What follows belongs to an exercise in optimizing a design on an open flow for small area; a production flow would make more cautious choices.
The RTL was checked by simulation tests, not by an equivalence proof against the original design.

==> build 37: inputs <==
Design db_filter, start of the top module:
module db_filter ( clk,
					 rst, 
					 bs_luma,
					 bs_chroma_1, 
					 bs_chroma_2, 
                     qp1_i, qp2_i,
					 select,
					 p3_1_i, p2_1_i, p1_1_i, p0_1_i, q0_1_i, q1_1_i, q2_1_i, q3_1_i,
                     p3_2_i, p2_2_i, p1_2_i, p0_2_i, q0_2_i, q1_2_i, q2_2_i, q3_2_i,
                     p3_3_i, p2_3_i, p1_3_i, p0_3_i, q0_3_i, q1_3_i, q2_3_i, q3_3_i,
                     p3_4_i, p2_4_i, p1_4_i, p0_4_i, q0_4_i, q1_4_i, q2_4_i, q3_4_i,
					 p3_1_o, p2_1_o, p1_1_o, p0_1_o, q0_1_o, q1_1_o, q2_1_o, q3_1_o,
                     p3_2_o, p2_2_o, p1_2_o, p0_2_o, q0_2_o, q1_2_o, q2_2_o, q3_2_o,
                     p3_3_o, p2_3_o, p1_3_o, p0_3_o, q0_3_o, q1_3_o, q2_3_o, q3_3_o,
                     p3_4_o, p2_4_o, p1_4_o, p0_4_o, q0_4_o, q1_4_o, q2_4_o, q3_4_o
                    );
==> module beta_test, before the edit <==
module beta_test (a, b, nbeta1, ok);
input  [7:0] a, b;
input  [4:0] nbeta1;
output       ok;
wire [7:0] d;
wire       co;
rca #(8) sub (.a(a), .b(~b), .ci(1'b1), .s(d), .co(co));
wire s = ~co;                         
wire [4:0] x = d[4:0] ^ {5{s}};       
wire c5;
rcc #(5) cmp (.a(x), .b(nbeta1), .ci(s), .co(c5));
assign ok = ~c5 & (d[7:5] == {3{s}});
endmodule
==> module line_pre, before the edit <==
module line_pre ( pix, en, nalpha1, nts1, nbeta1, tc0_l, ntc0_l, tc_c,
                  edge_on, ap, aq, con_s, dm, clip_l, clip_c, difp, difq );
input  [63:0] pix;       
input         en;        
input  [7:0]  nalpha1;   
input  [7:0]  nts1;      
input  [4:0]  nbeta1;    
input  [4:0]  tc0_l;     
input  [5:0]  ntc0_l;    
input  [4:0]  tc_c;      
output        edge_on, ap, aq, con_s;
output [5:0]  dm;
output        clip_l, clip_c;
output [5:0]  difp, difq;
wire [7:0] p2 = pix[55:48], p1 = pix[47:40], p0 = pix[39:32];
wire [7:0] q0 = pix[31:24], q1 = pix[23:16], q2 = pix[15:8];
wire [8:0] e;                                    
wire       e_co;
rca #(8) sub_e (.a(q0), .b(~p0), .ci(1'b1), .s(e[7:0]), .co(e_co));
assign e[8] = ~e_co;
wire       e_s = e[8];
wire [7:0] e_x = e[7:0] ^ {8{e_s}};
wire ca, cs;
rcc #(8) cmp_a (.a(e_x), .b(nalpha1), .ci(e_s), .co(ca));
rcc #(8) cmp_s (.a(e_x), .b(nts1),    .ci(e_s), .co(cs));
assign con_s = ~cs;
wire b_p1, b_q1;
beta_test bt_p1 (.a(p1), .b(p0), .nbeta1(nbeta1), .ok(b_p1));
beta_test bt_q1 (.a(q1), .b(q0), .nbeta1(nbeta1), .ok(b_q1));
beta_test bt_p2 (.a(p2), .b(p0), .nbeta1(nbeta1), .ok(ap));
beta_test bt_q2 (.a(q2), .b(q0), .nbeta1(nbeta1), .ok(aq));
assign edge_on = en & ~ca & b_p1 & b_q1;
wire [8:0] u;                                    
wire       u_co;
rca #(8) sub_u (.a(p1), .b(~q1), .ci(1'b1), .s(u[7:0]), .co(u_co));
assign u[8] = ~u_co;
wire [9:0] w;
wire       w_co;
rca #(10) add_w (.a({e_s, e}), .b({u[8], u[8], u[8], u[8:2]}), .ci(1'b1), .s(w), .co(w_co));
wire [8:0] delta = w[9:1];
wire       s     = delta[8];
wire [7:0] y     = delta[7:0] ^ {8{s}};    
wire       big   = |y[7:5];                
assign dm = {s, delta[4:0]};
wire [4:0] dd;
wire       dc;
rca #(5) sub_d (.a(y[4:0]), .b(~tc0_l), .ci(s), .s(dd), .co(dc));
assign clip_l = big | (dc & ((~ap & ~aq) | ((ap ^ aq) & (|dd)) | (ap & aq & (|dd[4:1]))));
wire cc5;
rcc #(5) cmp_c (.a(y[4:0]), .b(~tc_c), .ci(s), .co(cc5));
assign clip_c = big | cc5;
wire [8:0] a_c;
rca #(8) add_a (.a(p0), .b(q0), .ci(1'b1), .s(a_c[7:0]), .co(a_c[8]));
wire [7:0] avg = a_c[8:1];
p1_pre pp (.x2(p2), .x1(p1), .avg(avg), .tc0(tc0_l), .ntc0(ntc0_l), .dif(difp));
p1_pre pq (.x2(q2), .x1(q1), .avg(avg), .tc0(tc0_l), .ntc0(ntc0_l), .dif(difq));
endmodule
==> module p1_pre, before the edit <==
module p1_pre (x2, x1, avg, tc0, ntc0, dif);
input  [7:0] x2, x1, avg;
input  [4:0] tc0;
input  [5:0] ntc0;
output [5:0] dif;
wire [7:0] h_s;
wire       h_co;
rca #(8) add_h (.a(x2), .b(avg), .ci(1'b0), .s(h_s), .co(h_co));
wire [7:0] h = {h_co, h_s[7:1]};
wire [7:0] t;
wire       t_co;
rca #(8) sub_t (.a(h), .b(~x1), .ci(1'b1), .s(t), .co(t_co));
wire       t_s  = ~t_co;
wire [7:0] t_y  = t ^ {8{t_s}};
wire       c5;
rcc #(5) cmp (.a(t_y[4:0]), .b(~tc0), .ci(t_s), .co(c5));
wire       clip = (|t_y[7:5]) | c5;
assign dif = clip ? (t_s ? ntc0 : {1'b0, tc0}) : t[5:0];
endmodule
==> flow/config.mk <==
export PLATFORM = sky130hd
export DESIGN_NAME = db_filter
export DESIGN_NICKNAME = db_filter
export VERILOG_FILES = /design/flow/design.v
export SDC_FILE = /design/flow/constraint.sdc
export NUM_CORES = 8
export LEC_CHECK = 0
export CAP_MARGIN = 20
export CORE_MARGIN = 2
export CORE_UTILIZATION = 65
export GPL_TIMING_DRIVEN = 0
export SETUP_SLACK_MARGIN = 0.1
export SLEW_MARGIN = 20
==> flow/constraint.sdc <==
create_clock -name core_clock -period 9.0 [get_ports {clk}]
set_input_delay 1.8000 -clock core_clock [delete_from_list [all_inputs] [get_ports {clk}]]
set_output_delay 1.8000 -clock core_clock [all_outputs]
set_load 0.01 [all_outputs]
standard.sh (not shown) runs the stock make flow with config.mk's settings and CLKGATE_MAP_FILE= SYNTH_SCRIPT=/design/flow/synth_recipe.tcl, a recipe that flattens the netlist after the stock synthesis.
==> flow/flow/run.sh <==
#!/bin/bash
set -euo pipefail
HERE=$(pwd)
FLOWDIR=$HERE/flow

# ORFS synth.tcl with the ABC script replaced by ours
sed -e "s#-script \$abc_script#-script $FLOWDIR/abc_area.script#" \
    $FLOW_HOME/scripts/synth_preamble.tcl > $HERE/my_synth_preamble.tcl
sed -e "s#source \$::env(SCRIPTS_DIR)/synth_preamble.tcl#source $HERE/my_synth_preamble.tcl#" \
    -e "s#extract_fa {\*}\[dont_use_extract_fa_args\]#extract_fa -fa#" \
    $FLOW_HOME/scripts/synth.tcl > $HERE/my_synth.tcl
grep -q "my_synth_preamble.tcl" $HERE/my_synth.tcl
grep -q "extract_fa -fa" $HERE/my_synth.tcl
grep -q "$FLOWDIR/abc_area.script" $HERE/my_synth_preamble.tcl
# The standard flow's synthesis script, sourcing the modified synth.tcl
sed -e "s#source \$::env(SCRIPTS_DIR)/synth.tcl#source $HERE/my_synth.tcl#" \
    $HERE/synth_recipe.tcl > $HERE/my_synth_recipe.tcl
grep -q "my_synth.tcl" $HERE/my_synth_recipe.tcl
# standard.sh with our synthesis script
sed -e "s#SYNTH_SCRIPT=[^ ]*#SYNTH_SCRIPT=$HERE/my_synth_recipe.tcl#" $HERE/standard.sh > $HERE/my_standard.sh
grep -q "my_synth_recipe.tcl" $HERE/my_standard.sh

export SYNTH_ARGS="-noabc"
export BUFFER_PORTS_ARGS="-buffer_cell sky130_fd_sc_hd__buf_1"
if [[ -s $FLOWDIR/cts_args.txt ]]; then
  export CTS_ARGS="$(cat $FLOWDIR/cts_args.txt)"
fi
bash $HERE/my_standard.sh > $HERE/standard.log 2>&1
==> flow/flow/abc_area.script <==
strash
dch -f
amap
strash
dch -f
amap
==> flow/flow/cts_args.txt <==
-sink_clustering_enable -repair_clock_nets -dont_use_dummy_load -buf_list sky130_fd_sc_hd__clkbuf_8 -sink_clustering_size 18 -sink_clustering_max_diameter 70
==> inputs of trial 92, as changes to build 37 <==
--- a/flow/design.v
+++ b/flow/design.v
@@ -100,8 +100,9 @@
 assign co = c[W];
 endmodule
-module beta_test (a, b, nbeta1, ok);
+module beta_test (a, b, nbeta1, ok, dv);
 input  [7:0] a, b;
 input  [4:0] nbeta1;
 output       ok;
+output [5:0] dv;                      
 wire [7:0] d;
 wire       co;
@@ -112,4 +113,5 @@
 rcc #(5) cmp (.a(x), .b(nbeta1), .ci(s), .co(c5));
 assign ok = ~c5 & (d[7:5] == {3{s}});
+assign dv = {s, d[4:0]};
 endmodule
 module line_pre ( pix, en, nalpha1, nts1, nbeta1, tc0_l, ntc0_l, tc_c,
@@ -140,8 +142,9 @@
 assign con_s = ~cs;
 wire b_p1, b_q1;
-beta_test bt_p1 (.a(p1), .b(p0), .nbeta1(nbeta1), .ok(b_p1));
-beta_test bt_q1 (.a(q1), .b(q0), .nbeta1(nbeta1), .ok(b_q1));
-beta_test bt_p2 (.a(p2), .b(p0), .nbeta1(nbeta1), .ok(ap));
-beta_test bt_q2 (.a(q2), .b(q0), .nbeta1(nbeta1), .ok(aq));
+wire [5:0] dp1, dq1, dp2, dq2;        
+beta_test bt_p1 (.a(p1), .b(p0), .nbeta1(nbeta1), .ok(b_p1), .dv(dp1));
+beta_test bt_q1 (.a(q1), .b(q0), .nbeta1(nbeta1), .ok(b_q1), .dv(dq1));
+beta_test bt_p2 (.a(p2), .b(p0), .nbeta1(nbeta1), .ok(ap),   .dv(dp2));
+beta_test bt_q2 (.a(q2), .b(q0), .nbeta1(nbeta1), .ok(aq),   .dv(dq2));
 assign edge_on = en & ~ca & b_p1 & b_q1;
 wire [8:0] u;                                    
@@ -164,27 +167,25 @@
 rcc #(5) cmp_c (.a(y[4:0]), .b(~tc_c), .ci(s), .co(cc5));
 assign clip_c = big | cc5;
-wire [8:0] a_c;
-rca #(8) add_a (.a(p0), .b(q0), .ci(1'b1), .s(a_c[7:0]), .co(a_c[8]));
-wire [7:0] avg = a_c[8:1];
-p1_pre pp (.x2(p2), .x1(p1), .avg(avg), .tc0(tc0_l), .ntc0(ntc0_l), .dif(difp));
-p1_pre pq (.x2(q2), .x1(q1), .avg(avg), .tc0(tc0_l), .ntc0(ntc0_l), .dif(difq));
+wire [6:0] xp, xq;                               
+wire       xp_co, xq_co;
+rca #(7) sub_xp (.a({dp2[5], dp2}), .b(~{dp1, 1'b0}), .ci(1'b1), .s(xp), .co(xp_co));
+rca #(7) sub_xq (.a({dq2[5], dq2}), .b(~{dq1, 1'b0}), .ci(1'b1), .s(xq), .co(xq_co));
+wire [8:0] zp, zq;
+wire       zp_co, zq_co;
+rca #(9) add_zp (.a({xp[6], xp[6], xp}), .b({e[8], e[8:1]}), .ci(e[0]), .s(zp), .co(zp_co));
+rca #(9) sub_zq (.a({xq[6], xq[6], xq}), .b(~{e[8], e[8:1]}), .ci(1'b1), .s(zq), .co(zq_co));
+p1_pre pp (.t(zp[8:1]), .tc0(tc0_l), .ntc0(ntc0_l), .dif(difp));
+p1_pre pq (.t(zq[8:1]), .tc0(tc0_l), .ntc0(ntc0_l), .dif(difq));
 endmodule
-module p1_pre (x2, x1, avg, tc0, ntc0, dif);
-input  [7:0] x2, x1, avg;
+module p1_pre (t, tc0, ntc0, dif);
+input  [7:0] t;
 input  [4:0] tc0;
 input  [5:0] ntc0;
 output [5:0] dif;
-wire [7:0] h_s;
-wire       h_co;
-rca #(8) add_h (.a(x2), .b(avg), .ci(1'b0), .s(h_s), .co(h_co));
-wire [7:0] h = {h_co, h_s[7:1]};
-wire [7:0] t;
-wire       t_co;
-rca #(8) sub_t (.a(h), .b(~x1), .ci(1'b1), .s(t), .co(t_co));
-wire       t_s  = ~t_co;
-wire [7:0] t_y  = t ^ {8{t_s}};
+wire       t_s  = t[7];
+wire [6:0] t_y  = t[6:0] ^ {7{t_s}};
 wire       c5;
 rcc #(5) cmp (.a(t_y[4:0]), .b(~tc0), .ci(t_s), .co(c5));
-wire       clip = (|t_y[7:5]) | c5;
+wire       clip = (|t_y[6:5]) | c5;
 assign dif = clip ? (t_s ? ntc0 : {1'b0, tc0}) : t[5:0];
 endmodule
==> flow/flow/cts_args.txt (replaced) <==
-sink_clustering_enable -repair_clock_nets -dont_use_dummy_load -buf_list sky130_fd_sc_hd__clkbuf_8 -sink_clustering_size 16 -sink_clustering_max_diameter 60
--- a/flow/config.mk
+++ b/flow/config.mk
@@ -8,6 +8,5 @@
 export CAP_MARGIN = 20
 export CORE_MARGIN = 2
-export CORE_UTILIZATION = 65
-export GPL_TIMING_DRIVEN = 0
+export CORE_UTILIZATION = 50
 export SETUP_SLACK_MARGIN = 0.1
 export SLEW_MARGIN = 20
==> flow_summary.yaml <==
logic_synthesis:
  avgSynthCellArea_sq_um: 11.4
finish:
  inverters_excl_clock: 481
  clock_area_share_pct: 1.24
worst_setup_path:
  cp_num_buf_inv: 2
detailed_routing:
  drt-pass1-iter-count: 19
  top_layer: "met5"
cts:
  cts_buffers: 48
run_status:
  outcome: "complete, no violations"
-- figures above: build 37

==> flow_summary.yaml <==
cts:
  cts_buffers: 72
  clock_path_buffers: 3
worst_setup_path:
  cp_num_buf_inv: 1
run_status:
  outcome: "complete, no violations"
finish:
  clock_area_share_pct: 1.91
logic_synthesis:
  synth.top_cell.area_share_pct: 35.8
  synth_cell_types: 48
  avgSynthCellArea_sq_um: 11.3
detailed_routing:
  drt-pass1-iter-count: 7
-- figures above: trial 92

-- static timing again, ports no longer ideal --
Ports are ideal in the flow. The routed layouts listed here were re-timed in OpenROAD.
Step 1 (the two cells are an assumption about what drives the block):
set clk [get_ports {clk}]
set_driving_cell -lib_cell sky130_fd_sc_hd__clkbuf_16 $clk
set_driving_cell -lib_cell sky130_fd_sc_hd__buf_2 [delete_from_list [all_inputs] $clk]
Step 2 adds t to the input delays and takes it off the output delays; t is the mean of the earliest and latest rising clock arrival at the registers after step 1. Input paths then give back, and output paths get back, about the clock's delay inside the block.
a / b / c = ideal ports / drivers / drivers and shift; a / b = the first two.
run | shift t [ns] | setup slack, ns | worst hold slack (ns) | worst setup path at the end | slew at the worst register clock pin (ns)
build 37 | 0.757 | 0.182 / 0.111 / 0.113 | 0.313 / 0.313 / 0.313 | input to output | 0.12 / 0.12
trial 92 | 0.775 | 0.297 / 0.233 / 0.327 | 0.309 / 0.309 / 0.309 | input to output | 0.11 / 0.11
After both steps setup and hold are still met in every run listed. For build 37, which loses most, drivers alone change the setup slack by -0.071 ns; drivers and shift together by -0.069 ns.
